This is an optimization exercise on Yosys and OpenROAD, whose aim is small area and a short achievable clock period, not a production implementation.
No functional check of the RTL was part of any run shown here.

==> flow/design.v (outline; a module is shown in full before it is edited, if it fits) <==
// module lowp5: 478 lines
// module bq_fa: 4 lines
// module bq_ha: 4 lines
module lowp5(signal_in, signal_out, time_constant, clock_in, reset, enable);
  // ...
==> flow/run.sh <==
#!/bin/bash
# synth_recipe.tcl (not shown) runs the flow's synth.tcl, then flattens the netlist and writes it again
# the make line also repeats each setting of config.mk as NAME=value (left out here)
make -C /OpenROAD-flow-scripts/flow DESIGN_CONFIG=/design/flow/config.mk WORK_HOME=/design/flow/orfs CLKGATE_MAP_FILE= SYNTH_SCRIPT=/design/flow/synth_recipe.tcl finish
==> flow/config.mk <==
export PLATFORM = sky130hd
export DESIGN_NAME = lowp5
export DESIGN_NICKNAME = lowp5
export VERILOG_FILES = /design/flow/design.v
export SDC_FILE = /design/flow/constraint.sdc
export NUM_CORES = 4
export LEC_CHECK = 0
export CAP_MARGIN = 20
export CORE_MARGIN = 2
export CORE_UTILIZATION = 40
export SETUP_SLACK_MARGIN = 5
export SLEW_MARGIN = 20
export SYNTH_HIERARCHICAL = 1
==> flow/constraint.sdc <==
create_clock -name core_clock -period 15.0 [get_ports {clock_in}]
set_input_delay 3.0000 -clock core_clock [delete_from_list [all_inputs] [get_ports {clock_in}]]
set_output_delay 3.0000 -clock core_clock [all_outputs]
set_load 0.01 [all_outputs]
==> run notes, run 1 <==
- In the finished layout, the clock tree contains a buffer count of 18.
- Measured against the total synthesized area, the mux share comes to 0.0006053.
- The number of diodes added for antenna fixing is 0.
- The layout has between 4000 and 5000 filler cells.
- CTS placed an instance of clkbuf_16 at the clock tree root.
- The setup clock skew after layout is around 0.019 ns.
- For this run, global-route usage on met2 was measured as 0.3981.
- The net count of the finished layout is around 2200.
- The data arrival at the endpoint of the critical path is roughly 9.7 ns.
- Entering global routing, the biggest net connects 62 pins.
- The total number of multi-input combinational cells is about 1300.
- The clock latency reported for the late side of the worst-skew pair is a little under 0.5 ns.
- The signed area change from the synthesized netlist to the final layout is 9.732%.
- At the end of routability-driven placement, the weighted congestion stood at about 0.9.
- The register with the most flip-flops in the layout has 30 of them.
- The total of endpoints with negative setup slack in the final report is 0.
- The share of the final layout cell area in sequential cells is 0.1677.
- The clock tree from TritonCTS is built.
- In the detailed route, the total length drawn on met2 is between 20000 and 30000 um.
- The global router's overall resource usage is 0.2471.
- The height of the die is around 220 um.
- Of the post-synthesis cell area, the dominant cell type holds 0.4616.
- No sink is reached through more buffers than the 2 on the longest clock path.
- The area of placed instances is about 20000 um2.
- The synthesized design contains 114 enable-type register cells.
- The number of clock buffers added by TritonCTS is 17.
- The final HPWL from detailed placement is roughly 47000 um.
- The worst hold path class is reg -> reg.
- Among all cell types in the netlist, the one instantiated most often is fa_1.
- The cell that appears most often on the critical path is fa_1.
- The design area is a little over 20000 um2.
- The flow ran to the end and the layout has no timing, DRC or antenna violations.
- During I/O placement, the number of pins put on the boundary was 64.
- The worst slew margin relative to its limit is 0.4199.
==> inputs of run 2 (changes only) <==
==> flow/design.v (replaced) <==
module lowp5(signal_in, signal_out, time_constant, clock_in, reset, enable);
input enable;
input signed [27:0] signal_in;
input signed [4:0] time_constant;
input clock_in;
input reset;
output signed [27:0] signal_out;
reg [27:0] x1, x2, y1, y2;
wire [27:0] x2n = ~x2;
assign signal_out = y1;
wire [27:0] x = signal_in;
wire [27:0] xn = ~x, x1n = ~x1, y1n = ~y1, y2n = ~y2;
wire [28:0] d = {y1[27], y1} - {y2[27], y2};
wire [28:0] dn = ~d;
wire s1, c2; bq_ha us1 (.a(x2[0]), .b(y2n[2]), .s(s1), .co(c2));
wire s3, c4; bq_fa us3 (.a(x1[0]), .b(~x2[1]), .c(y2n[3]), .s(s3), .co(c4));
wire s5, c6; bq_fa us5 (.a(y2n[0]), .b(c2), .c(s3), .s(s5), .co(c6));
wire s7, c8; bq_fa us7 (.a(x2[2]), .b(x2[0]), .c(x1[1]), .s(s7), .co(c8));
wire s9, c10; bq_fa us9 (.a(x2[1]), .b(y2n[4]), .c(y2n[1]), .s(s9), .co(c10));
wire s11, c12; bq_fa us11 (.a(s7), .b(c4), .c(s9), .s(s11), .co(c12));
wire s13, c14; bq_fa us13 (.a(c6), .b(s11), .c(x[2]), .s(s13), .co(c14));
wire s15, c16; bq_fa us15 (.a(y1[0]), .b(x2[3]), .c(x2[1]), .s(s15), .co(c16));
wire s17, c18; bq_fa us17 (.a(x2[0]), .b(x1[2]), .c(x1[0]), .s(s17), .co(c18));
wire s19, c20; bq_fa us19 (.a(y2n[5]), .b(y2n[2]), .c(c8), .s(s19), .co(c20));
wire s21, c22; bq_fa us21 (.a(s15), .b(s17), .c(c10), .s(s21), .co(c22));
wire s23, c24; bq_fa us23 (.a(s19), .b(c12), .c(s21), .s(s23), .co(c24));
wire s25, c26; bq_fa us25 (.a(s23), .b(x[3]), .c(x[1]), .s(s25), .co(c26));
wire s27, c28; bq_ha us27 (.a(x[0]), .b(c14), .s(s27), .co(c28));
wire s29, c30; bq_fa us29 (.a(y1[1]), .b(x2[4]), .c(x2[2]), .s(s29), .co(c30));
wire s31, c32; bq_fa us31 (.a(x2[1]), .b(x1[3]), .c(x1[1]), .s(s31), .co(c32));
wire s33, c34; bq_fa us33 (.a(x1[0]), .b(y2n[6]), .c(y2n[3]), .s(s33), .co(c34));
wire s35, c36; bq_fa us35 (.a(c16), .b(c18), .c(s29), .s(s35), .co(c36));
wire s37, c38; bq_fa us37 (.a(s31), .b(s33), .c(c20), .s(s37), .co(c38));
wire s39, c40; bq_fa us39 (.a(s35), .b(c22), .c(s37), .s(s39), .co(c40));
wire s41, c42; bq_fa us41 (.a(c24), .b(s39), .c(x[4]), .s(s41), .co(c42));
wire s43, c44; bq_fa us43 (.a(x[2]), .b(x[1]), .c(c26), .s(s43), .co(c44));
wire s45, c46; bq_ha us45 (.a(s41), .b(c28), .s(s45), .co(c46));
wire s47, c48; bq_fa us47 (.a(y1[2]), .b(x2[5]), .c(x2[3]), .s(s47), .co(c48));
wire s49, c50; bq_fa us49 (.a(x2[2]), .b(x1[4]), .c(x1[2]), .s(s49), .co(c50));
wire s51, c52; bq_fa us51 (.a(x1[1]), .b(y2n[7]), .c(y2n[4]), .s(s51), .co(c52));
wire s53, c54; bq_fa us53 (.a(c30), .b(c32), .c(s47), .s(s53), .co(c54));
wire s55, c56; bq_fa us55 (.a(s49), .b(c34), .c(s51), .s(s55), .co(c56));
wire s57, c58; bq_fa us57 (.a(c36), .b(s53), .c(s55), .s(s57), .co(c58));
wire s59, c60; bq_fa us59 (.a(c38), .b(s57), .c(c40), .s(s59), .co(c60));
wire s61, c62; bq_fa us61 (.a(s59), .b(x[5]), .c(x[3]), .s(s61), .co(c62));
wire s63, c64; bq_fa us63 (.a(x[2]), .b(c42), .c(s61), .s(s63), .co(c64));
wire s65, c66; bq_ha us65 (.a(c46), .b(c44), .s(s65), .co(c66));
wire s67, c68; bq_fa us67 (.a(y1[3]), .b(y1[0]), .c(x2[6]), .s(s67), .co(c68));
wire s69, c70; bq_fa us69 (.a(x2[4]), .b(x2[3]), .c(x1[5]), .s(s69), .co(c70));
wire s71, c72; bq_fa us71 (.a(x1[3]), .b(x1[2]), .c(y2n[8]), .s(s71), .co(c72));
wire s73, c74; bq_fa us73 (.a(y2n[5]), .b(c48), .c(c50), .s(s73), .co(c74));
wire s75, c76; bq_fa us75 (.a(s67), .b(s69), .c(c52), .s(s75), .co(c76));
wire s77, c78; bq_fa us77 (.a(s71), .b(c54), .c(s73), .s(s77), .co(c78));
wire s79, c80; bq_fa us79 (.a(c56), .b(s75), .c(s77), .s(s79), .co(c80));
wire s81, c82; bq_fa us81 (.a(c58), .b(s79), .c(c60), .s(s81), .co(c82));
wire s83, c84; bq_fa us83 (.a(x[6]), .b(x[4]), .c(x[3]), .s(s83), .co(c84));
wire s85, c86; bq_fa us85 (.a(s81), .b(c62), .c(s83), .s(s85), .co(c86));
wire s87, c88; bq_ha us87 (.a(c64), .b(s85), .s(s87), .co(c88));
wire s89, c90; bq_fa us89 (.a(y1[1]), .b(x2[7]), .c(x2[5]), .s(s89), .co(c90));
wire s91, c92; bq_fa us91 (.a(x2[4]), .b(x1[6]), .c(x1[4]), .s(s91), .co(c92));
wire s93, c94; bq_fa us93 (.a(x1[3]), .b(~y1[4]), .c(y2n[9]), .s(s93), .co(c94));
wire s95, c96; bq_fa us95 (.a(y2n[6]), .b(y2n[0]), .c(c68), .s(s95), .co(c96));
wire s97, c98; bq_fa us97 (.a(c70), .b(s89), .c(s91), .s(s97), .co(c98));
wire s99, c100; bq_fa us99 (.a(c72), .b(s93), .c(c74), .s(s99), .co(c100));
wire s101, c102; bq_fa us101 (.a(s95), .b(s97), .c(c76), .s(s101), .co(c102));
wire s103, c104; bq_fa us103 (.a(s99), .b(c78), .c(s101), .s(s103), .co(c104));
wire s105, c106; bq_fa us105 (.a(c80), .b(s103), .c(x[7]), .s(s105), .co(c106));
wire s107, c108; bq_fa us107 (.a(x[5]), .b(x[4]), .c(c82), .s(s107), .co(c108));
wire s109, c110; bq_fa us109 (.a(c84), .b(s105), .c(s107), .s(s109), .co(c110));
wire s111, c112; bq_ha us111 (.a(c86), .b(s109), .s(s111), .co(c112));
wire s113, c114; bq_fa us113 (.a(y1[5]), .b(y1[2]), .c(x2[8]), .s(s113), .co(c114));
wire s115, c116; bq_fa us115 (.a(x2[6]), .b(x2[5]), .c(x1[7]), .s(s115), .co(c116));
wire s117, c118; bq_fa us117 (.a(x1[5]), .b(x1[4]), .c(y1[4]), .s(s117), .co(c118));
wire s119, c120; bq_fa us119 (.a(y2n[10]), .b(y2n[7]), .c(y2n[1]), .s(s119), .co(c120));
wire s121, c122; bq_fa us121 (.a(c90), .b(c92), .c(s113), .s(s121), .co(c122));
wire s123, c124; bq_fa us123 (.a(s115), .b(s117), .c(c94), .s(s123), .co(c124));
wire s125, c126; bq_fa us125 (.a(s119), .b(c96), .c(c98), .s(s125), .co(c126));
wire s127, c128; bq_fa us127 (.a(s121), .b(s123), .c(c100), .s(s127), .co(c128));
wire s129, c130; bq_fa us129 (.a(s125), .b(c102), .c(s127), .s(s129), .co(c130));
wire s131, c132; bq_fa us131 (.a(c104), .b(s129), .c(x[8]), .s(s131), .co(c132));
wire s133, c134; bq_fa us133 (.a(x[6]), .b(x[5]), .c(c106), .s(s133), .co(c134));
wire s135, c136; bq_fa us135 (.a(s131), .b(c108), .c(s133), .s(s135), .co(c136));
wire s137, c138; bq_ha us137 (.a(c110), .b(c112), .s(s137), .co(c138));
wire s139, c140; bq_fa us139 (.a(y1[3]), .b(x2[9]), .c(x2[7]), .s(s139), .co(c140));
wire s141, c142; bq_fa us141 (.a(x2[6]), .b(x1[8]), .c(x1[6]), .s(s141), .co(c142));
wire s143, c144; bq_fa us143 (.a(x1[5]), .b(~y1[6]), .c(y2n[11]), .s(s143), .co(c144));
wire s145, c146; bq_fa us145 (.a(y2n[8]), .b(y2n[2]), .c(c114), .s(s145), .co(c146));
wire s147, c148; bq_fa us147 (.a(c116), .b(c118), .c(s139), .s(s147), .co(c148));
wire s149, c150; bq_fa us149 (.a(s141), .b(c120), .c(s143), .s(s149), .co(c150));
wire s151, c152; bq_fa us151 (.a(c122), .b(s145), .c(s147), .s(s151), .co(c152));
wire s153, c154; bq_fa us153 (.a(c124), .b(s149), .c(c126), .s(s153), .co(c154));
wire s155, c156; bq_fa us155 (.a(s151), .b(c128), .c(s153), .s(s155), .co(c156));
wire s157, c158; bq_fa us157 (.a(c130), .b(s155), .c(x[9]), .s(s157), .co(c158));
wire s159, c160; bq_fa us159 (.a(x[7]), .b(x[6]), .c(dn[0]), .s(s159), .co(c160));
wire s161, c162; bq_fa us161 (.a(c132), .b(s157), .c(s159), .s(s161), .co(c162));
wire s163, c164; bq_fa us163 (.a(c134), .b(s161), .c(c136), .s(s163), .co(c164));
wire s165, c166; bq_fa us165 (.a(y1[7]), .b(y1[4]), .c(x2[10]), .s(s165), .co(c166));
wire s167, c168; bq_fa us167 (.a(x2[8]), .b(x2[7]), .c(x1[9]), .s(s167), .co(c168));
wire s169, c170; bq_fa us169 (.a(x1[7]), .b(x1[6]), .c(y1[6]), .s(s169), .co(c170));
wire s171, c172; bq_fa us171 (.a(y2n[12]), .b(y2n[9]), .c(y2n[3]), .s(s171), .co(c172));
wire s173, c174; bq_fa us173 (.a(c140), .b(c142), .c(s165), .s(s173), .co(c174));
wire s175, c176; bq_fa us175 (.a(s167), .b(s169), .c(c144), .s(s175), .co(c176));
wire s177, c178; bq_fa us177 (.a(s171), .b(c146), .c(c148), .s(s177), .co(c178));
wire s179, c180; bq_fa us179 (.a(s173), .b(c150), .c(s175), .s(s179), .co(c180));
wire s181, c182; bq_fa us181 (.a(s177), .b(c152), .c(s179), .s(s181), .co(c182));
wire s183, c184; bq_fa us183 (.a(c154), .b(s181), .c(c156), .s(s183), .co(c184));
wire s185, c186; bq_fa us185 (.a(x[10]), .b(x[8]), .c(x[7]), .s(s185), .co(c186));
wire s187, c188; bq_fa us187 (.a(s183), .b(dn[1]), .c(c158), .s(s187), .co(c188));
wire s189, c190; bq_fa us189 (.a(s185), .b(c160), .c(s187), .s(s189), .co(c190));
wire s191, c192; bq_ha us191 (.a(c162), .b(s189), .s(s191), .co(c192));
wire s193, c194; bq_fa us193 (.a(y1[5]), .b(x2[11]), .c(x2[9]), .s(s193), .co(c194));
wire s195, c196; bq_fa us195 (.a(x2[8]), .b(x1[10]), .c(x1[8]), .s(s195), .co(c196));
wire s197, c198; bq_fa us197 (.a(x1[7]), .b(~y1[8]), .c(y2n[13]), .s(s197), .co(c198));
wire s199, c200; bq_fa us199 (.a(y2n[10]), .b(y2n[4]), .c(c166), .s(s199), .co(c200));
wire s201, c202; bq_fa us201 (.a(c168), .b(c170), .c(s193), .s(s201), .co(c202));
wire s203, c204; bq_fa us203 (.a(s195), .b(c172), .c(s197), .s(s203), .co(c204));
wire s205, c206; bq_fa us205 (.a(c174), .b(s199), .c(s201), .s(s205), .co(c206));
wire s207, c208; bq_fa us207 (.a(c176), .b(s203), .c(c178), .s(s207), .co(c208));
wire s209, c210; bq_fa us209 (.a(s205), .b(c180), .c(s207), .s(s209), .co(c210));
wire s211, c212; bq_fa us211 (.a(c182), .b(s209), .c(x[11]), .s(s211), .co(c212));
wire s213, c214; bq_fa us213 (.a(x[9]), .b(x[8]), .c(c184), .s(s213), .co(c214));
wire s215, c216; bq_fa us215 (.a(dn[2]), .b(dn[0]), .c(c186), .s(s215), .co(c216));
wire s217, c218; bq_fa us217 (.a(s211), .b(s213), .c(c188), .s(s217), .co(c218));
wire s219, c220; bq_fa us219 (.a(s215), .b(c190), .c(s217), .s(s219), .co(c220));
wire s221, c222; bq_fa us221 (.a(y1[9]), .b(y1[6]), .c(x2[12]), .s(s221), .co(c222));
wire s223, c224; bq_fa us223 (.a(x2[10]), .b(x2[9]), .c(x1[11]), .s(s223), .co(c224));
wire s225, c226; bq_fa us225 (.a(x1[9]), .b(x1[8]), .c(y1[8]), .s(s225), .co(c226));
wire s227, c228; bq_fa us227 (.a(y2n[14]), .b(y2n[11]), .c(y2n[5]), .s(s227), .co(c228));
wire s229, c230; bq_fa us229 (.a(c194), .b(c196), .c(s221), .s(s229), .co(c230));
wire s231, c232; bq_fa us231 (.a(s223), .b(s225), .c(c198), .s(s231), .co(c232));
wire s233, c234; bq_fa us233 (.a(s227), .b(c200), .c(c202), .s(s233), .co(c234));
wire s235, c236; bq_fa us235 (.a(s229), .b(c204), .c(s231), .s(s235), .co(c236));
wire s237, c238; bq_fa us237 (.a(s233), .b(c206), .c(s235), .s(s237), .co(c238));
wire s239, c240; bq_fa us239 (.a(c208), .b(s237), .c(c210), .s(s239), .co(c240));
wire s241, c242; bq_fa us241 (.a(x[12]), .b(x[10]), .c(x[9]), .s(s241), .co(c242));
wire s243, c244; bq_fa us243 (.a(s239), .b(dn[3]), .c(dn[1]), .s(s243), .co(c244));
wire s245, c246; bq_fa us245 (.a(c212), .b(s241), .c(c214), .s(s245), .co(c246));
wire s247, c248; bq_fa us247 (.a(s243), .b(c216), .c(s245), .s(s247), .co(c248));
wire s249, c250; bq_ha us249 (.a(c218), .b(s247), .s(s249), .co(c250));
wire s251, c252; bq_fa us251 (.a(y1[10]), .b(y1[7]), .c(x2[13]), .s(s251), .co(c252));
wire s253, c254; bq_fa us253 (.a(x2[11]), .b(x2[10]), .c(x1[12]), .s(s253), .co(c254));
wire s255, c256; bq_fa us255 (.a(x1[10]), .b(x1[9]), .c(y2n[15]), .s(s255), .co(c256));
wire s257, c258; bq_fa us257 (.a(y2n[12]), .b(y2n[6]), .c(c222), .s(s257), .co(c258));
wire s259, c260; bq_fa us259 (.a(c224), .b(c226), .c(s251), .s(s259), .co(c260));
wire s261, c262; bq_fa us261 (.a(s253), .b(c228), .c(s255), .s(s261), .co(c262));
wire s263, c264; bq_fa us263 (.a(c230), .b(s257), .c(s259), .s(s263), .co(c264));
wire s265, c266; bq_fa us265 (.a(c232), .b(s261), .c(c234), .s(s265), .co(c266));
wire s267, c268; bq_fa us267 (.a(s263), .b(c236), .c(s265), .s(s267), .co(c268));
wire s269, c270; bq_fa us269 (.a(c238), .b(s267), .c(x[13]), .s(s269), .co(c270));
wire s271, c272; bq_fa us271 (.a(x[11]), .b(x[10]), .c(d[0]), .s(s271), .co(c272));
wire s273, c274; bq_fa us273 (.a(c240), .b(dn[4]), .c(dn[2]), .s(s273), .co(c274));
wire s275, c276; bq_fa us275 (.a(c242), .b(s269), .c(s271), .s(s275), .co(c276));
wire s277, c278; bq_fa us277 (.a(c244), .b(s273), .c(c246), .s(s277), .co(c278));
wire s279, c280; bq_fa us279 (.a(s275), .b(c248), .c(s277), .s(s279), .co(c280));
wire s281, c282; bq_fa us281 (.a(y1[11]), .b(y1[8]), .c(x2[14]), .s(s281), .co(c282));
wire s283, c284; bq_fa us283 (.a(x2[12]), .b(x2[11]), .c(x1[13]), .s(s283), .co(c284));
wire s285, c286; bq_fa us285 (.a(x1[11]), .b(x1[10]), .c(y2n[16]), .s(s285), .co(c286));
wire s287, c288; bq_fa us287 (.a(y2n[13]), .b(y2n[7]), .c(c252), .s(s287), .co(c288));
wire s289, c290; bq_fa us289 (.a(c254), .b(s281), .c(s283), .s(s289), .co(c290));
wire s291, c292; bq_fa us291 (.a(c256), .b(s285), .c(c258), .s(s291), .co(c292));
wire s293, c294; bq_fa us293 (.a(c260), .b(s287), .c(s289), .s(s293), .co(c294));
wire s295, c296; bq_fa us295 (.a(c262), .b(s291), .c(c264), .s(s295), .co(c296));
wire s297, c298; bq_fa us297 (.a(s293), .b(c266), .c(s295), .s(s297), .co(c298));
wire s299, c300; bq_fa us299 (.a(c268), .b(s297), .c(x[14]), .s(s299), .co(c300));
wire s301, c302; bq_fa us301 (.a(x[12]), .b(x[11]), .c(d[1]), .s(s301), .co(c302));
wire s303, c304; bq_fa us303 (.a(dn[5]), .b(dn[3]), .c(c270), .s(s303), .co(c304));
wire s305, c306; bq_fa us305 (.a(s299), .b(c272), .c(s301), .s(s305), .co(c306));
wire s307, c308; bq_fa us307 (.a(c274), .b(s303), .c(c276), .s(s307), .co(c308));
wire s309, c310; bq_fa us309 (.a(s305), .b(c278), .c(s307), .s(s309), .co(c310));
wire s311, c312; bq_fa us311 (.a(y1[12]), .b(y1[9]), .c(x2[15]), .s(s311), .co(c312));
wire s313, c314; bq_fa us313 (.a(x2[13]), .b(x2[12]), .c(x1[14]), .s(s313), .co(c314));
wire s315, c316; bq_fa us315 (.a(x1[12]), .b(x1[11]), .c(y2n[17]), .s(s315), .co(c316));
wire s317, c318; bq_fa us317 (.a(y2n[14]), .b(y2n[8]), .c(c282), .s(s317), .co(c318));
wire s319, c320; bq_fa us319 (.a(c284), .b(s311), .c(s313), .s(s319), .co(c320));
wire s321, c322; bq_fa us321 (.a(c286), .b(s315), .c(c288), .s(s321), .co(c322));
wire s323, c324; bq_fa us323 (.a(c290), .b(s317), .c(s319), .s(s323), .co(c324));
wire s325, c326; bq_fa us325 (.a(c292), .b(s321), .c(c294), .s(s325), .co(c326));
wire s327, c328; bq_fa us327 (.a(s323), .b(c296), .c(s325), .s(s327), .co(c328));
wire s329, c330; bq_fa us329 (.a(c298), .b(s327), .c(x[15]), .s(s329), .co(c330));
wire s331, c332; bq_fa us331 (.a(x[13]), .b(x[12]), .c(d[2]), .s(s331), .co(c332));
wire s333, c334; bq_fa us333 (.a(d[0]), .b(dn[6]), .c(dn[4]), .s(s333), .co(c334));
wire s335, c336; bq_fa us335 (.a(c300), .b(s329), .c(c302), .s(s335), .co(c336));
wire s337, c338; bq_fa us337 (.a(s331), .b(s333), .c(c304), .s(s337), .co(c338));
wire s339, c340; bq_fa us339 (.a(c306), .b(s335), .c(s337), .s(s339), .co(c340));
wire s341, c342; bq_ha us341 (.a(c308), .b(s339), .s(s341), .co(c342));
wire s343, c344; bq_fa us343 (.a(y1[13]), .b(y1[10]), .c(x2[16]), .s(s343), .co(c344));
wire s345, c346; bq_fa us345 (.a(x2[14]), .b(x2[13]), .c(x1[15]), .s(s345), .co(c346));
wire s347, c348; bq_fa us347 (.a(x1[13]), .b(x1[12]), .c(y2n[18]), .s(s347), .co(c348));
wire s349, c350; bq_fa us349 (.a(y2n[15]), .b(y2n[9]), .c(c312), .s(s349), .co(c350));
wire s351, c352; bq_fa us351 (.a(c314), .b(s343), .c(s345), .s(s351), .co(c352));
wire s353, c354; bq_fa us353 (.a(c316), .b(s347), .c(c318), .s(s353), .co(c354));
wire s355, c356; bq_fa us355 (.a(c320), .b(s349), .c(s351), .s(s355), .co(c356));
wire s357, c358; bq_fa us357 (.a(c322), .b(s353), .c(c324), .s(s357), .co(c358));
wire s359, c360; bq_fa us359 (.a(s355), .b(c326), .c(s357), .s(s359), .co(c360));
wire s361, c362; bq_fa us361 (.a(c328), .b(s359), .c(x[16]), .s(s361), .co(c362));
wire s363, c364; bq_fa us363 (.a(x[14]), .b(x[13]), .c(d[3]), .s(s363), .co(c364));
wire s365, c366; bq_fa us365 (.a(d[1]), .b(dn[7]), .c(dn[5]), .s(s365), .co(c366));
wire s367, c368; bq_fa us367 (.a(c330), .b(s361), .c(c332), .s(s367), .co(c368));
wire s369, c370; bq_fa us369 (.a(s363), .b(c334), .c(s365), .s(s369), .co(c370));
wire s371, c372; bq_fa us371 (.a(c336), .b(s367), .c(s369), .s(s371), .co(c372));
wire s373, c374; bq_fa us373 (.a(c338), .b(s371), .c(c340), .s(s373), .co(c374));
wire s375, c376; bq_fa us375 (.a(y1[11]), .b(x2[17]), .c(x2[15]), .s(s375), .co(c376));
wire s377, c378; bq_fa us377 (.a(x2[14]), .b(x1[16]), .c(x1[14]), .s(s377), .co(c378));
wire s379, c380; bq_fa us379 (.a(x1[13]), .b(~y1[14]), .c(y2n[19]), .s(s379), .co(c380));
wire s381, c382; bq_fa us381 (.a(y2n[16]), .b(y2n[10]), .c(c344), .s(s381), .co(c382));
wire s383, c384; bq_fa us383 (.a(c346), .b(s375), .c(s377), .s(s383), .co(c384));
wire s385, c386; bq_fa us385 (.a(c348), .b(s379), .c(c350), .s(s385), .co(c386));
wire s387, c388; bq_fa us387 (.a(c352), .b(s381), .c(s383), .s(s387), .co(c388));
wire s389, c390; bq_fa us389 (.a(c354), .b(s385), .c(c356), .s(s389), .co(c390));
wire s391, c392; bq_fa us391 (.a(s387), .b(c358), .c(s389), .s(s391), .co(c392));
wire s393, c394; bq_fa us393 (.a(c360), .b(s391), .c(x[17]), .s(s393), .co(c394));
wire s395, c396; bq_fa us395 (.a(x[15]), .b(x[14]), .c(d[4]), .s(s395), .co(c396));
wire s397, c398; bq_fa us397 (.a(d[2]), .b(dn[8]), .c(dn[6]), .s(s397), .co(c398));
wire s399, c400; bq_fa us399 (.a(dn[0]), .b(c362), .c(s393), .s(s399), .co(c400));
wire s401, c402; bq_fa us401 (.a(c364), .b(s395), .c(c366), .s(s401), .co(c402));
wire s403, c404; bq_fa us403 (.a(s397), .b(s399), .c(c368), .s(s403), .co(c404));
wire s405, c406; bq_fa us405 (.a(c370), .b(s401), .c(s403), .s(s405), .co(c406));
wire s407, c408; bq_ha us407 (.a(c372), .b(s405), .s(s407), .co(c408));
wire s409, c410; bq_fa us409 (.a(y1[15]), .b(y1[12]), .c(x2[18]), .s(s409), .co(c410));
wire s411, c412; bq_fa us411 (.a(x2[16]), .b(x2[15]), .c(x1[17]), .s(s411), .co(c412));
wire s413, c414; bq_fa us413 (.a(x1[15]), .b(x1[14]), .c(y1[14]), .s(s413), .co(c414));
wire s415, c416; bq_fa us415 (.a(y2n[20]), .b(y2n[17]), .c(y2n[11]), .s(s415), .co(c416));
wire s417, c418; bq_fa us417 (.a(c376), .b(c378), .c(s409), .s(s417), .co(c418));
wire s419, c420; bq_fa us419 (.a(s411), .b(s413), .c(c380), .s(s419), .co(c420));
wire s421, c422; bq_fa us421 (.a(s415), .b(c382), .c(c384), .s(s421), .co(c422));
wire s423, c424; bq_fa us423 (.a(s417), .b(s419), .c(c386), .s(s423), .co(c424));
wire s425, c426; bq_fa us425 (.a(s421), .b(c388), .c(s423), .s(s425), .co(c426));
wire s427, c428; bq_fa us427 (.a(c390), .b(s425), .c(c392), .s(s427), .co(c428));
wire s429, c430; bq_fa us429 (.a(x[18]), .b(x[16]), .c(x[15]), .s(s429), .co(c430));
wire s431, c432; bq_fa us431 (.a(d[5]), .b(d[3]), .c(s427), .s(s431), .co(c432));
wire s433, c434; bq_fa us433 (.a(dn[9]), .b(dn[7]), .c(dn[1]), .s(s433), .co(c434));
wire s435, c436; bq_fa us435 (.a(c394), .b(s429), .c(c396), .s(s435), .co(c436));
wire s437, c438; bq_fa us437 (.a(c398), .b(s431), .c(s433), .s(s437), .co(c438));
wire s439, c440; bq_fa us439 (.a(c400), .b(s435), .c(c402), .s(s439), .co(c440));
wire s441, c442; bq_fa us441 (.a(s437), .b(c404), .c(s439), .s(s441), .co(c442));
wire s443, c444; bq_ha us443 (.a(c406), .b(s441), .s(s443), .co(c444));
wire s445, c446; bq_fa us445 (.a(y1[16]), .b(y1[13]), .c(x2[19]), .s(s445), .co(c446));
wire s447, c448; bq_fa us447 (.a(x2[17]), .b(x2[16]), .c(x1[18]), .s(s447), .co(c448));
wire s449, c450; bq_fa us449 (.a(x1[16]), .b(x1[15]), .c(y2n[21]), .s(s449), .co(c450));
wire s451, c452; bq_fa us451 (.a(y2n[18]), .b(y2n[12]), .c(c410), .s(s451), .co(c452));
wire s453, c454; bq_fa us453 (.a(c412), .b(c414), .c(s445), .s(s453), .co(c454));
wire s455, c456; bq_fa us455 (.a(s447), .b(c416), .c(s449), .s(s455), .co(c456));
wire s457, c458; bq_fa us457 (.a(c418), .b(s451), .c(s453), .s(s457), .co(c458));
wire s459, c460; bq_fa us459 (.a(c420), .b(s455), .c(c422), .s(s459), .co(c460));
wire s461, c462; bq_fa us461 (.a(s457), .b(c424), .c(s459), .s(s461), .co(c462));
wire s463, c464; bq_fa us463 (.a(c426), .b(s461), .c(x[19]), .s(s463), .co(c464));
wire s465, c466; bq_fa us465 (.a(x[17]), .b(x[16]), .c(d[6]), .s(s465), .co(c466));
wire s467, c468; bq_fa us467 (.a(d[4]), .b(c428), .c(dn[10]), .s(s467), .co(c468));
wire s469, c470; bq_fa us469 (.a(dn[8]), .b(dn[2]), .c(c430), .s(s469), .co(c470));
wire s471, c472; bq_fa us471 (.a(s463), .b(s465), .c(c432), .s(s471), .co(c472));
wire s473, c474; bq_fa us473 (.a(c434), .b(s467), .c(s469), .s(s473), .co(c474));
wire s475, c476; bq_fa us475 (.a(c436), .b(s471), .c(c438), .s(s475), .co(c476));
wire s477, c478; bq_fa us477 (.a(s473), .b(c440), .c(s475), .s(s477), .co(c478));
wire s479, c480; bq_ha us479 (.a(c442), .b(s477), .s(s479), .co(c480));
wire s481, c482; bq_fa us481 (.a(y1[17]), .b(y1[14]), .c(x2[20]), .s(s481), .co(c482));
wire s483, c484; bq_fa us483 (.a(x2[18]), .b(x2[17]), .c(x1[19]), .s(s483), .co(c484));
wire s485, c486; bq_fa us485 (.a(x1[17]), .b(x1[16]), .c(y2n[22]), .s(s485), .co(c486));
wire s487, c488; bq_fa us487 (.a(y2n[19]), .b(y2n[13]), .c(c446), .s(s487), .co(c488));
wire s489, c490; bq_fa us489 (.a(c448), .b(s481), .c(s483), .s(s489), .co(c490));
wire s491, c492; bq_fa us491 (.a(c450), .b(s485), .c(c452), .s(s491), .co(c492));
wire s493, c494; bq_fa us493 (.a(c454), .b(s487), .c(s489), .s(s493), .co(c494));
wire s495, c496; bq_fa us495 (.a(c456), .b(s491), .c(c458), .s(s495), .co(c496));
wire s497, c498; bq_fa us497 (.a(s493), .b(c460), .c(s495), .s(s497), .co(c498));
wire s499, c500; bq_fa us499 (.a(c462), .b(s497), .c(x[20]), .s(s499), .co(c500));
wire s501, c502; bq_fa us501 (.a(x[18]), .b(x[17]), .c(d[7]), .s(s501), .co(c502));
wire s503, c504; bq_fa us503 (.a(d[5]), .b(dn[11]), .c(dn[9]), .s(s503), .co(c504));
wire s505, c506; bq_fa us505 (.a(dn[3]), .b(c464), .c(s499), .s(s505), .co(c506));
wire s507, c508; bq_fa us507 (.a(c466), .b(s501), .c(c468), .s(s507), .co(c508));
wire s509, c510; bq_fa us509 (.a(s503), .b(c470), .c(s505), .s(s509), .co(c510));
wire s511, c512; bq_fa us511 (.a(c472), .b(s507), .c(c474), .s(s511), .co(c512));
wire s513, c514; bq_fa us513 (.a(s509), .b(c476), .c(s511), .s(s513), .co(c514));
wire s515, c516; bq_ha us515 (.a(c478), .b(s513), .s(s515), .co(c516));
wire s517, c518; bq_fa us517 (.a(y1[18]), .b(y1[15]), .c(x2[21]), .s(s517), .co(c518));
wire s519, c520; bq_fa us519 (.a(x2[19]), .b(x2[18]), .c(x1[20]), .s(s519), .co(c520));
wire s521, c522; bq_fa us521 (.a(x1[18]), .b(x1[17]), .c(y2n[23]), .s(s521), .co(c522));
wire s523, c524; bq_fa us523 (.a(y2n[20]), .b(y2n[14]), .c(c482), .s(s523), .co(c524));
wire s525, c526; bq_fa us525 (.a(c484), .b(s517), .c(s519), .s(s525), .co(c526));
wire s527, c528; bq_fa us527 (.a(c486), .b(s521), .c(c488), .s(s527), .co(c528));
wire s529, c530; bq_fa us529 (.a(c490), .b(s523), .c(s525), .s(s529), .co(c530));
wire s531, c532; bq_fa us531 (.a(c492), .b(s527), .c(c494), .s(s531), .co(c532));
wire s533, c534; bq_fa us533 (.a(s529), .b(c496), .c(s531), .s(s533), .co(c534));
wire s535, c536; bq_fa us535 (.a(c498), .b(s533), .c(x[21]), .s(s535), .co(c536));
wire s537, c538; bq_fa us537 (.a(x[19]), .b(x[18]), .c(d[8]), .s(s537), .co(c538));
wire s539, c540; bq_fa us539 (.a(d[6]), .b(dn[12]), .c(dn[10]), .s(s539), .co(c540));
wire s541, c542; bq_fa us541 (.a(dn[4]), .b(c500), .c(s535), .s(s541), .co(c542));
wire s543, c544; bq_fa us543 (.a(c502), .b(s537), .c(c504), .s(s543), .co(c544));
wire s545, c546; bq_fa us545 (.a(s539), .b(c506), .c(s541), .s(s545), .co(c546));
wire s547, c548; bq_fa us547 (.a(c508), .b(s543), .c(c510), .s(s547), .co(c548));
wire s549, c550; bq_fa us549 (.a(s545), .b(c512), .c(s547), .s(s549), .co(c550));
wire s551, c552; bq_ha us551 (.a(c514), .b(s549), .s(s551), .co(c552));
wire s553, c554; bq_fa us553 (.a(y1[19]), .b(y1[16]), .c(x2[22]), .s(s553), .co(c554));
wire s555, c556; bq_fa us555 (.a(x2[20]), .b(x2[19]), .c(x1[21]), .s(s555), .co(c556));
wire s557, c558; bq_fa us557 (.a(x1[19]), .b(x1[18]), .c(y2n[24]), .s(s557), .co(c558));
wire s559, c560; bq_fa us559 (.a(y2n[21]), .b(y2n[15]), .c(c518), .s(s559), .co(c560));
wire s561, c562; bq_fa us561 (.a(c520), .b(s553), .c(s555), .s(s561), .co(c562));
wire s563, c564; bq_fa us563 (.a(c522), .b(s557), .c(c524), .s(s563), .co(c564));
wire s565, c566; bq_fa us565 (.a(c526), .b(s559), .c(s561), .s(s565), .co(c566));
wire s567, c568; bq_fa us567 (.a(c528), .b(s563), .c(c530), .s(s567), .co(c568));
wire s569, c570; bq_fa us569 (.a(s565), .b(c532), .c(s567), .s(s569), .co(c570));
wire s571, c572; bq_fa us571 (.a(c534), .b(s569), .c(x[22]), .s(s571), .co(c572));
wire s573, c574; bq_fa us573 (.a(x[20]), .b(x[19]), .c(d[9]), .s(s573), .co(c574));
wire s575, c576; bq_fa us575 (.a(d[7]), .b(dn[13]), .c(dn[11]), .s(s575), .co(c576));
wire s577, c578; bq_fa us577 (.a(dn[5]), .b(c536), .c(s571), .s(s577), .co(c578));
wire s579, c580; bq_fa us579 (.a(c538), .b(s573), .c(c540), .s(s579), .co(c580));
wire s581, c582; bq_fa us581 (.a(s575), .b(c542), .c(s577), .s(s581), .co(c582));
wire s583, c584; bq_fa us583 (.a(c544), .b(s579), .c(c546), .s(s583), .co(c584));
wire s585, c586; bq_fa us585 (.a(s581), .b(c548), .c(s583), .s(s585), .co(c586));
wire s587, c588; bq_ha us587 (.a(c550), .b(s585), .s(s587), .co(c588));
wire s589, c590; bq_fa us589 (.a(y1[20]), .b(y1[17]), .c(x2[23]), .s(s589), .co(c590));
wire s591, c592; bq_fa us591 (.a(x2[21]), .b(x2[20]), .c(x1[22]), .s(s591), .co(c592));
wire s593, c594; bq_fa us593 (.a(x1[20]), .b(x1[19]), .c(y2n[25]), .s(s593), .co(c594));
wire s595, c596; bq_fa us595 (.a(y2n[22]), .b(y2n[16]), .c(c554), .s(s595), .co(c596));
wire s597, c598; bq_fa us597 (.a(c556), .b(s589), .c(s591), .s(s597), .co(c598));
wire s599, c600; bq_fa us599 (.a(c558), .b(s593), .c(c560), .s(s599), .co(c600));
wire s601, c602; bq_fa us601 (.a(c562), .b(s595), .c(s597), .s(s601), .co(c602));
wire s603, c604; bq_fa us603 (.a(c564), .b(s599), .c(c566), .s(s603), .co(c604));
wire s605, c606; bq_fa us605 (.a(s601), .b(c568), .c(s603), .s(s605), .co(c606));
wire s607, c608; bq_fa us607 (.a(c570), .b(s605), .c(x[23]), .s(s607), .co(c608));
wire s609, c610; bq_fa us609 (.a(x[21]), .b(x[20]), .c(d[10]), .s(s609), .co(c610));
wire s611, c612; bq_fa us611 (.a(d[8]), .b(dn[14]), .c(dn[12]), .s(s611), .co(c612));
wire s613, c614; bq_fa us613 (.a(dn[6]), .b(c572), .c(s607), .s(s613), .co(c614));
wire s615, c616; bq_fa us615 (.a(c574), .b(s609), .c(c576), .s(s615), .co(c616));
wire s617, c618; bq_fa us617 (.a(s611), .b(c578), .c(s613), .s(s617), .co(c618));
wire s619, c620; bq_fa us619 (.a(c580), .b(s615), .c(c582), .s(s619), .co(c620));
wire s621, c622; bq_fa us621 (.a(s617), .b(c584), .c(s619), .s(s621), .co(c622));
wire s623, c624; bq_ha us623 (.a(c586), .b(s621), .s(s623), .co(c624));
wire s625, c626; bq_fa us625 (.a(y1[21]), .b(y1[18]), .c(x2[24]), .s(s625), .co(c626));
wire s627, c628; bq_fa us627 (.a(x2[22]), .b(x2[21]), .c(x1[23]), .s(s627), .co(c628));
wire s629, c630; bq_fa us629 (.a(x1[21]), .b(x1[20]), .c(y2n[26]), .s(s629), .co(c630));
wire s631, c632; bq_fa us631 (.a(y2n[23]), .b(y2n[17]), .c(c590), .s(s631), .co(c632));
wire s633, c634; bq_fa us633 (.a(c592), .b(s625), .c(s627), .s(s633), .co(c634));
wire s635, c636; bq_fa us635 (.a(c594), .b(s629), .c(c596), .s(s635), .co(c636));
wire s637, c638; bq_fa us637 (.a(c598), .b(s631), .c(s633), .s(s637), .co(c638));
wire s639, c640; bq_fa us639 (.a(c600), .b(s635), .c(c602), .s(s639), .co(c640));
wire s641, c642; bq_fa us641 (.a(s637), .b(c604), .c(s639), .s(s641), .co(c642));
wire s643, c644; bq_fa us643 (.a(c606), .b(s641), .c(x[24]), .s(s643), .co(c644));
wire s645, c646; bq_fa us645 (.a(x[22]), .b(x[21]), .c(d[11]), .s(s645), .co(c646));
wire s647, c648; bq_fa us647 (.a(d[9]), .b(dn[15]), .c(dn[13]), .s(s647), .co(c648));
wire s649, c650; bq_fa us649 (.a(dn[7]), .b(c608), .c(s643), .s(s649), .co(c650));
wire s651, c652; bq_fa us651 (.a(c610), .b(s645), .c(c612), .s(s651), .co(c652));
wire s653, c654; bq_fa us653 (.a(s647), .b(c614), .c(s649), .s(s653), .co(c654));
wire s655, c656; bq_fa us655 (.a(c616), .b(s651), .c(c618), .s(s655), .co(c656));
wire s657, c658; bq_fa us657 (.a(s653), .b(c620), .c(s655), .s(s657), .co(c658));
wire s659, c660; bq_ha us659 (.a(c622), .b(s657), .s(s659), .co(c660));
wire s661, c662; bq_fa us661 (.a(y1[19]), .b(y2[27]), .c(x2[25]), .s(s661), .co(c662));
wire s663, c664; bq_fa us663 (.a(x2[23]), .b(x2[22]), .c(x1[24]), .s(s663), .co(c664));
wire s665, c666; bq_fa us665 (.a(x1[22]), .b(x1[21]), .c(~y1[22]), .s(s665), .co(c666));
wire s667, c668; bq_fa us667 (.a(y2n[24]), .b(y2n[18]), .c(c626), .s(s667), .co(c668));
wire s669, c670; bq_fa us669 (.a(c628), .b(s661), .c(s663), .s(s669), .co(c670));
wire s671, c672; bq_fa us671 (.a(s665), .b(c630), .c(c632), .s(s671), .co(c672));
wire s673, c674; bq_fa us673 (.a(c634), .b(s667), .c(s669), .s(s673), .co(c674));
wire s675, c676; bq_fa us675 (.a(c636), .b(s671), .c(c638), .s(s675), .co(c676));
wire s677, c678; bq_fa us677 (.a(s673), .b(c640), .c(s675), .s(s677), .co(c678));
wire s679, c680; bq_fa us679 (.a(c642), .b(s677), .c(x[25]), .s(s679), .co(c680));
wire s681, c682; bq_fa us681 (.a(x[23]), .b(x[22]), .c(d[12]), .s(s681), .co(c682));
wire s683, c684; bq_fa us683 (.a(d[10]), .b(dn[16]), .c(dn[14]), .s(s683), .co(c684));
wire s685, c686; bq_fa us685 (.a(dn[8]), .b(c644), .c(s679), .s(s685), .co(c686));
wire s687, c688; bq_fa us687 (.a(c646), .b(s681), .c(c648), .s(s687), .co(c688));
wire s689, c690; bq_fa us689 (.a(s683), .b(c650), .c(s685), .s(s689), .co(c690));
wire s691, c692; bq_fa us691 (.a(c652), .b(s687), .c(c654), .s(s691), .co(c692));
wire s693, c694; bq_fa us693 (.a(s689), .b(c656), .c(s691), .s(s693), .co(c694));
wire s695, c696; bq_ha us695 (.a(c658), .b(s693), .s(s695), .co(c696));
wire s697, c698; bq_fa us697 (.a(y1[20]), .b(x2[26]), .c(x2[24]), .s(s697), .co(c698));
wire s699, c700; bq_fa us699 (.a(x2[23]), .b(x1[25]), .c(x1[23]), .s(s699), .co(c700));
wire s701, c702; bq_fa us701 (.a(x1[22]), .b(y1[22]), .c(~y1[23]), .s(s701), .co(c702));
wire s703, c704; bq_fa us703 (.a(y2n[25]), .b(y2n[19]), .c(c662), .s(s703), .co(c704));
wire s705, c706; bq_fa us705 (.a(c664), .b(c666), .c(s697), .s(s705), .co(c706));
wire s707, c708; bq_fa us707 (.a(s699), .b(s701), .c(c668), .s(s707), .co(c708));
wire s709, c710; bq_fa us709 (.a(c670), .b(s703), .c(s705), .s(s709), .co(c710));
wire s711, c712; bq_fa us711 (.a(c672), .b(s707), .c(c674), .s(s711), .co(c712));
wire s713, c714; bq_fa us713 (.a(s709), .b(c676), .c(s711), .s(s713), .co(c714));
wire s715, c716; bq_fa us715 (.a(c678), .b(s713), .c(x[26]), .s(s715), .co(c716));
wire s717, c718; bq_fa us717 (.a(x[24]), .b(x[23]), .c(d[13]), .s(s717), .co(c718));
wire s719, c720; bq_fa us719 (.a(d[11]), .b(dn[17]), .c(dn[15]), .s(s719), .co(c720));
wire s721, c722; bq_fa us721 (.a(dn[9]), .b(c680), .c(s715), .s(s721), .co(c722));
wire s723, c724; bq_fa us723 (.a(c682), .b(s717), .c(c684), .s(s723), .co(c724));
wire s725, c726; bq_fa us725 (.a(s719), .b(c686), .c(s721), .s(s725), .co(c726));
wire s727, c728; bq_fa us727 (.a(c688), .b(s723), .c(c690), .s(s727), .co(c728));
wire s729, c730; bq_fa us729 (.a(s725), .b(c692), .c(s727), .s(s729), .co(c730));
wire s731, c732; bq_ha us731 (.a(c694), .b(s729), .s(s731), .co(c732));
wire s733, c734; bq_fa us733 (.a(y1[24]), .b(y1[21]), .c(x2[25]), .s(s733), .co(c734));
wire s735, c736; bq_fa us735 (.a(x2[24]), .b(x1[26]), .c(x1[24]), .s(s735), .co(c736));
wire s737, c738; bq_fa us737 (.a(x1[23]), .b(y1[23]), .c(y2n[26]), .s(s737), .co(c738));
wire s739, c740; bq_fa us739 (.a(y2n[20]), .b(y2n[0]), .c(x2n[27]), .s(s739), .co(c740));
wire s741, c742; bq_fa us741 (.a(c698), .b(c700), .c(c702), .s(s741), .co(c742));
wire s743, c744; bq_fa us743 (.a(s733), .b(s735), .c(s737), .s(s743), .co(c744));
wire s745, c746; bq_fa us745 (.a(s739), .b(c704), .c(c706), .s(s745), .co(c746));
wire s747, c748; bq_fa us747 (.a(s741), .b(s743), .c(c708), .s(s747), .co(c748));
wire s749, c750; bq_fa us749 (.a(s745), .b(c710), .c(s747), .s(s749), .co(c750));
wire s751, c752; bq_fa us751 (.a(c712), .b(s749), .c(c714), .s(s751), .co(c752));
wire s753, c754; bq_fa us753 (.a(x[25]), .b(x[24]), .c(d[14]), .s(s753), .co(c754));
wire s755, c756; bq_fa us755 (.a(d[12]), .b(xn[27]), .c(s751), .s(s755), .co(c756));
wire s757, c758; bq_fa us757 (.a(dn[18]), .b(dn[16]), .c(dn[10]), .s(s757), .co(c758));
wire s759, c760; bq_fa us759 (.a(c716), .b(c718), .c(s753), .s(s759), .co(c760));
wire s761, c762; bq_fa us761 (.a(c720), .b(s755), .c(s757), .s(s761), .co(c762));
wire s763, c764; bq_fa us763 (.a(c722), .b(s759), .c(c724), .s(s763), .co(c764));
wire s765, c766; bq_fa us765 (.a(s761), .b(c726), .c(s763), .s(s765), .co(c766));
wire s767, c768; bq_fa us767 (.a(c728), .b(s765), .c(c730), .s(s767), .co(c768));
wire s769, c770; bq_fa us769 (.a(y1[22]), .b(y1[0]), .c(y2[27]), .s(s769), .co(c770));
wire s771, c772; bq_fa us771 (.a(x2[26]), .b(x2[25]), .c(x1[25]), .s(s771), .co(c772));
wire s773, c774; bq_fa us773 (.a(x1[24]), .b(~y1[25]), .c(y2n[21]), .s(s773), .co(c774));
wire s775, c776; bq_fa us775 (.a(y2n[1]), .b(x1n[27]), .c(c734), .s(s775), .co(c776));
wire s777, c778; bq_fa us777 (.a(c736), .b(s769), .c(s771), .s(s777), .co(c778));
wire s779, c780; bq_fa us779 (.a(c738), .b(c740), .c(s773), .s(s779), .co(c780));
wire s781, c782; bq_fa us781 (.a(c742), .b(s775), .c(s777), .s(s781), .co(c782));
wire s783, c784; bq_fa us783 (.a(c744), .b(s779), .c(c746), .s(s783), .co(c784));
wire s785, c786; bq_fa us785 (.a(s781), .b(c748), .c(s783), .s(s785), .co(c786));
wire s787, c788; bq_fa us787 (.a(c750), .b(s785), .c(x[26]), .s(s787), .co(c788));
wire s789, c790; bq_fa us789 (.a(x[25]), .b(d[15]), .c(d[13]), .s(s789), .co(c790));
wire s791, c792; bq_fa us791 (.a(c752), .b(dn[19]), .c(dn[17]), .s(s791), .co(c792));
wire s793, c794; bq_fa us793 (.a(dn[11]), .b(s787), .c(c754), .s(s793), .co(c794));
wire s795, c796; bq_fa us795 (.a(s789), .b(c756), .c(c758), .s(s795), .co(c796));
wire s797, c798; bq_fa us797 (.a(s791), .b(c760), .c(s793), .s(s797), .co(c798));
wire s799, c800; bq_fa us799 (.a(c762), .b(s795), .c(s797), .s(s799), .co(c800));
wire s801, c802; bq_fa us801 (.a(c764), .b(s799), .c(c766), .s(s801), .co(c802));
wire s803, c804; bq_fa us803 (.a(y1[26]), .b(y1[23]), .c(y1[1]), .s(s803), .co(c804));
wire s805, c806; bq_fa us805 (.a(x2[26]), .b(x1[26]), .c(x1[25]), .s(s805), .co(c806));
wire s807, c808; bq_fa us807 (.a(y1[25]), .b(y2n[22]), .c(y2n[2]), .s(s807), .co(c808));
wire s809, c810; bq_fa us809 (.a(x2n[27]), .b(c770), .c(c772), .s(s809), .co(c810));
wire s811, c812; bq_fa us811 (.a(s803), .b(s805), .c(c774), .s(s811), .co(c812));
wire s813, c814; bq_fa us813 (.a(s807), .b(c776), .c(c778), .s(s813), .co(c814));
wire s815, c816; bq_fa us815 (.a(s809), .b(c780), .c(s811), .s(s815), .co(c816));
wire s817, c818; bq_fa us817 (.a(s813), .b(c782), .c(s815), .s(s817), .co(c818));
wire s819, c820; bq_fa us819 (.a(c784), .b(s817), .c(c786), .s(s819), .co(c820));
wire s821, c822; bq_fa us821 (.a(x[26]), .b(d[16]), .c(d[14]), .s(s821), .co(c822));
wire s823, c824; bq_fa us823 (.a(xn[27]), .b(s819), .c(dn[20]), .s(s823), .co(c824));
wire s825, c826; bq_fa us825 (.a(dn[18]), .b(dn[12]), .c(c788), .s(s825), .co(c826));
wire s827, c828; bq_fa us827 (.a(c790), .b(s821), .c(c792), .s(s827), .co(c828));
wire s829, c830; bq_fa us829 (.a(s823), .b(s825), .c(c794), .s(s829), .co(c830));
wire s831, c832; bq_fa us831 (.a(c796), .b(s827), .c(s829), .s(s831), .co(c832));
wire s833, c834; bq_fa us833 (.a(c798), .b(s831), .c(c800), .s(s833), .co(c834));
wire s835, c836; bq_fa us835 (.a(y1[24]), .b(y1[2]), .c(x1[26]), .s(s835), .co(c836));
wire s837, c838; bq_fa us837 (.a(y1n[27]), .b(y2n[23]), .c(y2n[3]), .s(s837), .co(c838));
wire s839, c840; bq_fa us839 (.a(x2n[27]), .b(x1n[27]), .c(c804), .s(s839), .co(c840));
wire s841, c842; bq_fa us841 (.a(c806), .b(s835), .c(c808), .s(s841), .co(c842));
wire s843, c844; bq_fa us843 (.a(s837), .b(c810), .c(s839), .s(s843), .co(c844));
wire s845, c846; bq_fa us845 (.a(c812), .b(s841), .c(c814), .s(s845), .co(c846));
wire s847, c848; bq_fa us847 (.a(s843), .b(c816), .c(s845), .s(s847), .co(c848));
wire s849, c850; bq_fa us849 (.a(c818), .b(s847), .c(d[17]), .s(s849), .co(c850));
wire s851, c852; bq_fa us851 (.a(d[15]), .b(xn[27]), .c(c820), .s(s851), .co(c852));
wire s853, c854; bq_fa us853 (.a(dn[21]), .b(dn[19]), .c(dn[13]), .s(s853), .co(c854));
wire s855, c856; bq_fa us855 (.a(c822), .b(s849), .c(s851), .s(s855), .co(c856));
wire s857, c858; bq_fa us857 (.a(c824), .b(s853), .c(c826), .s(s857), .co(c858));
wire s859, c860; bq_fa us859 (.a(s855), .b(c828), .c(s857), .s(s859), .co(c860));
wire s861, c862; bq_fa us861 (.a(c830), .b(s859), .c(c832), .s(s861), .co(c862));
wire s863, c864; bq_fa us863 (.a(y1[25]), .b(y1[3]), .c(y2n[24]), .s(s863), .co(c864));
wire s865, c866; bq_fa us865 (.a(y2n[4]), .b(x1n[27]), .c(c836), .s(s865), .co(c866));
wire s867, c868; bq_fa us867 (.a(c838), .b(s863), .c(c840), .s(s867), .co(c868));
wire s869, c870; bq_fa us869 (.a(s865), .b(c842), .c(s867), .s(s869), .co(c870));
wire s871, c872; bq_fa us871 (.a(c844), .b(c846), .c(s869), .s(s871), .co(c872));
wire s873, c874; bq_fa us873 (.a(c848), .b(s871), .c(d[18]), .s(s873), .co(c874));
wire s875, c876; bq_fa us875 (.a(d[16]), .b(dn[22]), .c(dn[20]), .s(s875), .co(c876));
wire s877, c878; bq_fa us877 (.a(dn[14]), .b(c850), .c(c852), .s(s877), .co(c878));
wire s879, c880; bq_fa us879 (.a(s873), .b(c854), .c(s875), .s(s879), .co(c880));
wire s881, c882; bq_fa us881 (.a(c856), .b(s877), .c(s879), .s(s881), .co(c882));
wire s883, c884; bq_fa us883 (.a(c858), .b(s881), .c(c860), .s(s883), .co(c884));
wire s885, c886; bq_fa us885 (.a(y1[26]), .b(y1[4]), .c(y2n[25]), .s(s885), .co(c886));
wire s887, c888; bq_fa us887 (.a(y2n[5]), .b(c864), .c(s885), .s(s887), .co(c888));
wire s889, c890; bq_fa us889 (.a(c866), .b(s887), .c(c868), .s(s889), .co(c890));
wire s891, c892; bq_fa us891 (.a(c870), .b(s889), .c(c872), .s(s891), .co(c892));
wire s893, c894; bq_fa us893 (.a(d[19]), .b(d[17]), .c(s891), .s(s893), .co(c894));
wire s895, c896; bq_fa us895 (.a(dn[23]), .b(dn[21]), .c(dn[15]), .s(s895), .co(c896));
wire s897, c898; bq_fa us897 (.a(c874), .b(s893), .c(c876), .s(s897), .co(c898));
wire s899, c900; bq_fa us899 (.a(s895), .b(c878), .c(c880), .s(s899), .co(c900));
wire s901, c902; bq_fa us901 (.a(s897), .b(c882), .c(s899), .s(s901), .co(c902));
wire s903, c904; bq_fa us903 (.a(y1[5]), .b(y1n[27]), .c(y2n[26]), .s(s903), .co(c904));
wire s905, c906; bq_fa us905 (.a(y2n[6]), .b(c886), .c(s903), .s(s905), .co(c906));
wire s907, c908; bq_fa us907 (.a(c888), .b(s905), .c(c890), .s(s907), .co(c908));
wire s909, c910; bq_fa us909 (.a(s907), .b(d[20]), .c(d[18]), .s(s909), .co(c910));
wire s911, c912; bq_fa us911 (.a(c892), .b(dn[24]), .c(dn[22]), .s(s911), .co(c912));
wire s913, c914; bq_fa us913 (.a(dn[16]), .b(s909), .c(c894), .s(s913), .co(c914));
wire s915, c916; bq_fa us915 (.a(c896), .b(s911), .c(s913), .s(s915), .co(c916));
wire s917, c918; bq_fa us917 (.a(c898), .b(s915), .c(c900), .s(s917), .co(c918));
wire s919, c920; bq_fa us919 (.a(y1[6]), .b(y2[27]), .c(y2n[7]), .s(s919), .co(c920));
wire s921, c922; bq_fa us921 (.a(c904), .b(s919), .c(c906), .s(s921), .co(c922));
wire s923, c924; bq_fa us923 (.a(s921), .b(c908), .c(d[21]), .s(s923), .co(c924));
wire s925, c926; bq_fa us925 (.a(d[19]), .b(dn[25]), .c(dn[23]), .s(s925), .co(c926));
wire s927, c928; bq_fa us927 (.a(dn[17]), .b(c910), .c(s923), .s(s927), .co(c928));
wire s929, c930; bq_fa us929 (.a(c912), .b(s925), .c(c914), .s(s929), .co(c930));
wire s931, c932; bq_fa us931 (.a(s927), .b(c916), .c(s929), .s(s931), .co(c932));
wire s933, c934; bq_fa us933 (.a(~y1[7]), .b(y2n[8]), .c(c920), .s(s933), .co(c934));
wire s935, c936; bq_fa us935 (.a(s933), .b(c922), .c(d[22]), .s(s935), .co(c936));
wire s937, c938; bq_fa us937 (.a(d[20]), .b(dn[26]), .c(dn[24]), .s(s937), .co(c938));
wire s939, c940; bq_fa us939 (.a(dn[18]), .b(c924), .c(s935), .s(s939), .co(c940));
wire s941, c942; bq_fa us941 (.a(c926), .b(s937), .c(c928), .s(s941), .co(c942));
wire s943, c944; bq_fa us943 (.a(s939), .b(c930), .c(s941), .s(s943), .co(c944));
wire s945, c946; bq_fa us945 (.a(y1[7]), .b(~y1[8]), .c(y2n[9]), .s(s945), .co(c946));
wire s947, c948; bq_fa us947 (.a(s945), .b(c934), .c(d[23]), .s(s947), .co(c948));
wire s949, c950; bq_fa us949 (.a(d[21]), .b(dn[27]), .c(dn[25]), .s(s949), .co(c950));
wire s951, c952; bq_fa us951 (.a(dn[19]), .b(c936), .c(s947), .s(s951), .co(c952));
wire s953, c954; bq_fa us953 (.a(c938), .b(s949), .c(c940), .s(s953), .co(c954));
wire s955, c956; bq_fa us955 (.a(s951), .b(c942), .c(s953), .s(s955), .co(c956));
wire s957, c958; bq_fa us957 (.a(y1[9]), .b(y1[8]), .c(y2n[10]), .s(s957), .co(c958));
wire s959, c960; bq_fa us959 (.a(c946), .b(s957), .c(d[28]), .s(s959), .co(c960));
wire s961, c962; bq_fa us961 (.a(d[24]), .b(d[22]), .c(dn[26]), .s(s961), .co(c962));
wire s963, c964; bq_fa us963 (.a(dn[20]), .b(c948), .c(s959), .s(s963), .co(c964));
wire s965, c966; bq_fa us965 (.a(c950), .b(s961), .c(c952), .s(s965), .co(c966));
wire s967, c968; bq_fa us967 (.a(s963), .b(c954), .c(s965), .s(s967), .co(c968));
wire s969, c970; bq_fa us969 (.a(~y1[10]), .b(y2n[11]), .c(c958), .s(s969), .co(c970));
wire s971, c972; bq_fa us971 (.a(s969), .b(d[25]), .c(d[23]), .s(s971), .co(c972));
wire s973, c974; bq_fa us973 (.a(dn[27]), .b(dn[21]), .c(c960), .s(s973), .co(c974));
wire s975, c976; bq_fa us975 (.a(s971), .b(c962), .c(c964), .s(s975), .co(c976));
wire s977, c978; bq_fa us977 (.a(s973), .b(c966), .c(s975), .s(s977), .co(c978));
wire s979, c980; bq_fa us979 (.a(y1[11]), .b(y1[10]), .c(y2n[12]), .s(s979), .co(c980));
wire s981, c982; bq_fa us981 (.a(s979), .b(c970), .c(d[28]), .s(s981), .co(c982));
wire s983, c984; bq_fa us983 (.a(d[26]), .b(d[24]), .c(dn[22]), .s(s983), .co(c984));
wire s985, c986; bq_fa us985 (.a(c972), .b(s981), .c(s983), .s(s985), .co(c986));
wire s987, c988; bq_fa us987 (.a(c974), .b(s985), .c(c976), .s(s987), .co(c988));
wire s989, c990; bq_fa us989 (.a(~y1[12]), .b(y2n[13]), .c(c980), .s(s989), .co(c990));
wire s991, c992; bq_fa us991 (.a(s989), .b(d[27]), .c(d[25]), .s(s991), .co(c992));
wire s993, c994; bq_fa us993 (.a(dn[23]), .b(c982), .c(s991), .s(s993), .co(c994));
wire s995, c996; bq_fa us995 (.a(c984), .b(s993), .c(c986), .s(s995), .co(c996));
wire s997, c998; bq_fa us997 (.a(y1[13]), .b(y1[12]), .c(y2n[14]), .s(s997), .co(c998));
wire s999, c1000; bq_fa us999 (.a(s997), .b(c990), .c(d[26]), .s(s999), .co(c1000));
wire s1001, c1002; bq_fa us1001 (.a(dn[28]), .b(dn[24]), .c(c992), .s(s1001), .co(c1002));
wire s1003, c1004; bq_fa us1003 (.a(s999), .b(c994), .c(s1001), .s(s1003), .co(c1004));
wire s1005, c1006; bq_fa us1005 (.a(~y1[14]), .b(y2n[15]), .c(c998), .s(s1005), .co(c1006));
wire s1007, c1008; bq_fa us1007 (.a(s1005), .b(d[27]), .c(dn[25]), .s(s1007), .co(c1008));
wire s1009, c1010; bq_fa us1009 (.a(c1000), .b(s1007), .c(c1002), .s(s1009), .co(c1010));
wire s1011, c1012; bq_fa us1011 (.a(y1[15]), .b(y1[14]), .c(y2n[16]), .s(s1011), .co(c1012));
wire s1013, c1014; bq_fa us1013 (.a(s1011), .b(c1006), .c(dn[28]), .s(s1013), .co(c1014));
wire s1015, c1016; bq_fa us1015 (.a(dn[26]), .b(c1008), .c(s1013), .s(s1015), .co(c1016));
wire s1017, c1018; bq_fa us1017 (.a(~y1[16]), .b(y2n[17]), .c(c1012), .s(s1017), .co(c1018));
wire s1019, c1020; bq_fa us1019 (.a(s1017), .b(dn[27]), .c(c1014), .s(s1019), .co(c1020));
wire s1021, c1022; bq_fa us1021 (.a(y1[17]), .b(y1[16]), .c(y2n[18]), .s(s1021), .co(c1022));
wire s1023, c1024; bq_fa us1023 (.a(s1021), .b(c1018), .c(d[28]), .s(s1023), .co(c1024));
wire s1025, c1026; bq_fa us1025 (.a(~y1[18]), .b(y2n[19]), .c(c1022), .s(s1025), .co(c1026));
wire s1027, c1028; bq_fa us1027 (.a(y1[18]), .b(~y1[19]), .c(y2n[20]), .s(s1027), .co(c1028));
wire s1029, c1030; bq_fa us1029 (.a(y1[19]), .b(~y1[20]), .c(y2n[21]), .s(s1029), .co(c1030));
wire s1031, c1032; bq_fa us1031 (.a(y1[20]), .b(~y1[21]), .c(y2n[22]), .s(s1031), .co(c1032));
wire s1033, c1034; bq_fa us1033 (.a(y1[21]), .b(~y1[22]), .c(y2n[23]), .s(s1033), .co(c1034));
wire s1035, c1036; bq_fa us1035 (.a(y1[22]), .b(~y1[23]), .c(y2n[24]), .s(s1035), .co(c1036));
wire s1037, c1038; bq_fa us1037 (.a(y1[23]), .b(~y1[24]), .c(y2n[25]), .s(s1037), .co(c1038));
wire s1039, c1040; bq_fa us1039 (.a(y1[24]), .b(~y1[25]), .c(y2n[26]), .s(s1039), .co(c1040));
wire s1041, c1042; bq_fa us1041 (.a(y1[26]), .b(y2[27]), .c(y1[25]), .s(s1041), .co(c1042));
wire [59:0] ra = {1'b1, y1n[27], s1041, c1038, c1036, c1034, c1032, c1030, c1028, s1027, s1025, s1023, c1016, s1015, s1009, s1003, s995, c978, c968, c956, c944, c932, s931, c902, s901, s883, s861, s833, s801, c732, c696, c660, c624, c588, c552, c516, c480, c444, c408, s407, c342, c310, c280, c250, c220, c192, s191, c138, s135, c88, c66, s63, s45, s25, x[0], s5, s1, y2n[1], 1'b1, 1'b0};
wire [59:0] rb = {1'b0, c1042, c1040, s1039, s1037, s1035, s1033, s1031, s1029, c1026, c1024, c1020, s1019, c1010, c1004, c996, c988, s987, s977, s967, s955, s943, c918, s917, c884, c862, c834, c802, c768, s767, s731, s695, s659, s623, s587, s551, s515, s479, s443, c374, s373, s341, s309, s279, s249, s219, c164, s163, s137, s111, s87, s65, s43, s27, s13, x[1], x[0], 1'b0, y2n[0], 1'b0};
wire [59:0] m = ra + rb;
wire [27:0] ynew = {m[59], m[56:30]};
always @(posedge clock_in) begin
  if (reset) begin
    x1 <= signal_in; x2 <= signal_in; y1 <= signal_in; y2 <= signal_in;
  end else if (enable) begin
    x1 <= x; x2 <= x1; y1 <= ynew; y2 <= y1;
  end
end
endmodule
module bq_fa(input a, input b, input c, output s, output co);
assign s = a ^ b ^ c;
assign co = (a & b) | (a & c) | (b & c);
endmodule
module bq_ha(input a, input b, output s, output co);
assign s = a ^ b;
assign co = a & b;
endmodule
==> run notes, run 2 <==
- The final HPWL from detailed placement is 49670 um (was 47450 um).
- The clock tree root buffer cell is clkbuf_16 (unchanged).
- The number of I/O pins was 64 (unchanged).
- The design area was 20590 um2 (was 20410 um2).
- The fill cell instance count of the final layout is 4332 (was 4391).
- The number of diodes added for antenna fixing is 0 (unchanged).
- The CTS sink count is 112 (was 114).
- The height of the die was 221.8 um (was 219.7 um).
- The most frequent cell on the critical path is fa_1 (unchanged).
- The number of H-tree levels was 3 (was 4).
- The number of buffers inserted during clock tree synthesis came to 9 (was 17).
- The global route total overflow is 0 (unchanged).
- The worst hold path class is reg -> reg (unchanged).
- The total of endpoints with negative setup slack in the final report is 0 (unchanged).
- Result of the run: complete, no violations (unchanged).
- The library cell with the largest summed area after synthesis is fa_1 (unchanged).
- The clock latency reported for the late side of the worst-skew pair is 0.39 ns (was 0.49 ns).
- The setup clock skew after layout is 0.01193 ns (was 0.01891 ns).
- The final weighted congestion in routability-driven placement came to 0.9464 (was 0.9105).
- The amount of wire on met2 after detailed routing came to 28310 um (was 26470 um).
- Commonest cells after routing, fill and taps aside: fa_1, inv_1, edfxtp_1, o21ai_0, ha_1 (was fa_1, inv_1, ha_1, o21ai_0, edfxtp_1).
- The top cell type's share of synthesized area is 0.5296 (was 0.4616).
- The maximum buffer depth of the clock tree is 2 (unchanged).
- The worst slew margin relative to its limit came to 0.3163 (was 0.4199).
- The signed area change from the synthesized netlist to the final layout is 8.498% (was 9.732%).
- The critical path class is in -> reg (was reg -> reg).
- The layout net count came to 2172 (was 2198).
- The number of synthesized flops with an enable pin is 112 (was 114).
- The data arrival at the endpoint of the critical path is 9.17 ns (was 9.69 ns).
- The most used flip-flop cell after synthesis is edfxtp_1 (unchanged).
- The area of placed instances came to 20250 um2 (was 19860 um2).
- The clock tree from TritonCTS is built (unchanged).
- The global router's overall resource usage is 0.2462 (was 0.2471).
- The most frequent cell after synthesis is fa_1 (unchanged).
## run 2: final timing paths
path	from	end	slack, ns	depth (start not counted)
worst min-delay path	x1[27]	x2[27]	0.73	2
worst min register to register	x1[27]	x2[27]	0.73	2
worst max-delay path	signal_in[25]	y1[23]	5.97	16
worst max register to register	y1[0]	y1[27]	6.04	25
## run 2: metal layers
layer  up-vias  global-route usage
met3        86             0.06732
met1      6704              0.3195
met5         -                   0
li1       5209                   -
met2       480              0.4055
met4         0             0.07302
## run 2: cell families after synthesis
family	synth area share
XOR/XNOR	0.01661
AND/OR/NAND/NOR	0.06323
adder cells (fa/ha/maj)	0.5981
flip-flops	0.1772
multiplexers	0.002242
buffers and inverters	0.03185
AO/OA/AOI/OAI	0.1107
## run 2: layout make-up
class	instances	area, um2	share of cell area
multi-input cells	1210	15010	0.7291
flip-flops and latches	112	3363	0.1633
well taps	607	759.5	0.03689
repair buffers	63	615.6	0.02990
inverters	134	503.0	0.02443
clock buffers	9	225.2	0.01094
clock inverters	7	111.4	0.005408
## run 2: worst register-to-register path, stage by stage, from the launching register on
cell and delay [ns]:
edfxtp_1 0.63, inv_1 0.16, ha_1 0.24, inv_1 0.07
fa_1 0.39, a21oi_1 0.19, o21ai_0 0.18, a21oi_1 0.23
a31oi_1 0.24, nor3_1 0.50, nor2_1 0.12, xnor2_1 0.81
inv_1 0.22, fa_1 0.52, fa_1 0.61, fa_1 0.45
fa_1 0.51, ha_1 0.45, o21ai_0 0.16, o211ai_1 0.21
a21oi_1 0.13, o21ai_0 0.20, a2bb2oi_1 0.72, nand4_1 0.39
a31oi_1 0.28, o21ai_0 0.10
## run 2: per-module statistics from Yosys (local to each module, per instance)
module	area [um2]	flops+latches	copies in the design
bq_fa	20.02	0	501
lowp5	8697	112	1
bq_ha	12.51	0	20

separate check: timing with driven ports:
How much do the figures lean on ideal ports? The routed layouts below were timed once more, with nothing changed but the port constraints. Step 1 (the two cells are an assumption about what drives the block):
set clk [get_ports {clock_in}]
set_driving_cell -lib_cell sky130_fd_sc_hd__clkbuf_16 $clk
set_driving_cell -lib_cell sky130_fd_sc_hd__buf_2 [delete_from_list [all_inputs] $clk]
Step 2, shift: input delay + t, output delay - t, t = (earliest + latest rising clock arrival at the registers) / 2. This alone moves slack from input paths to output paths. Slacks: ideal / step 1 / step 2; pairs: ideal / step 1.
| run | t, ns | setup slack, ns | latest minus earliest clock arrival (ns) | worst register clock-pin slew, ns |
|---|---|---|---|---|
| run 1 | 0.538 | 5.526 / 5.526 / 5.158 | 0.019 / 0.019 | 0.07 / 0.07 |
| run 2 | 0.431 | 5.968 / 5.993 / 5.562 | 0.012 / 0.012 | 0.09 / 0.09 |
After both steps every run listed still meets setup and hold. The setup slack of run 2, which loses most, moves by +0.025 ns with the drivers and by -0.406 ns with both steps.
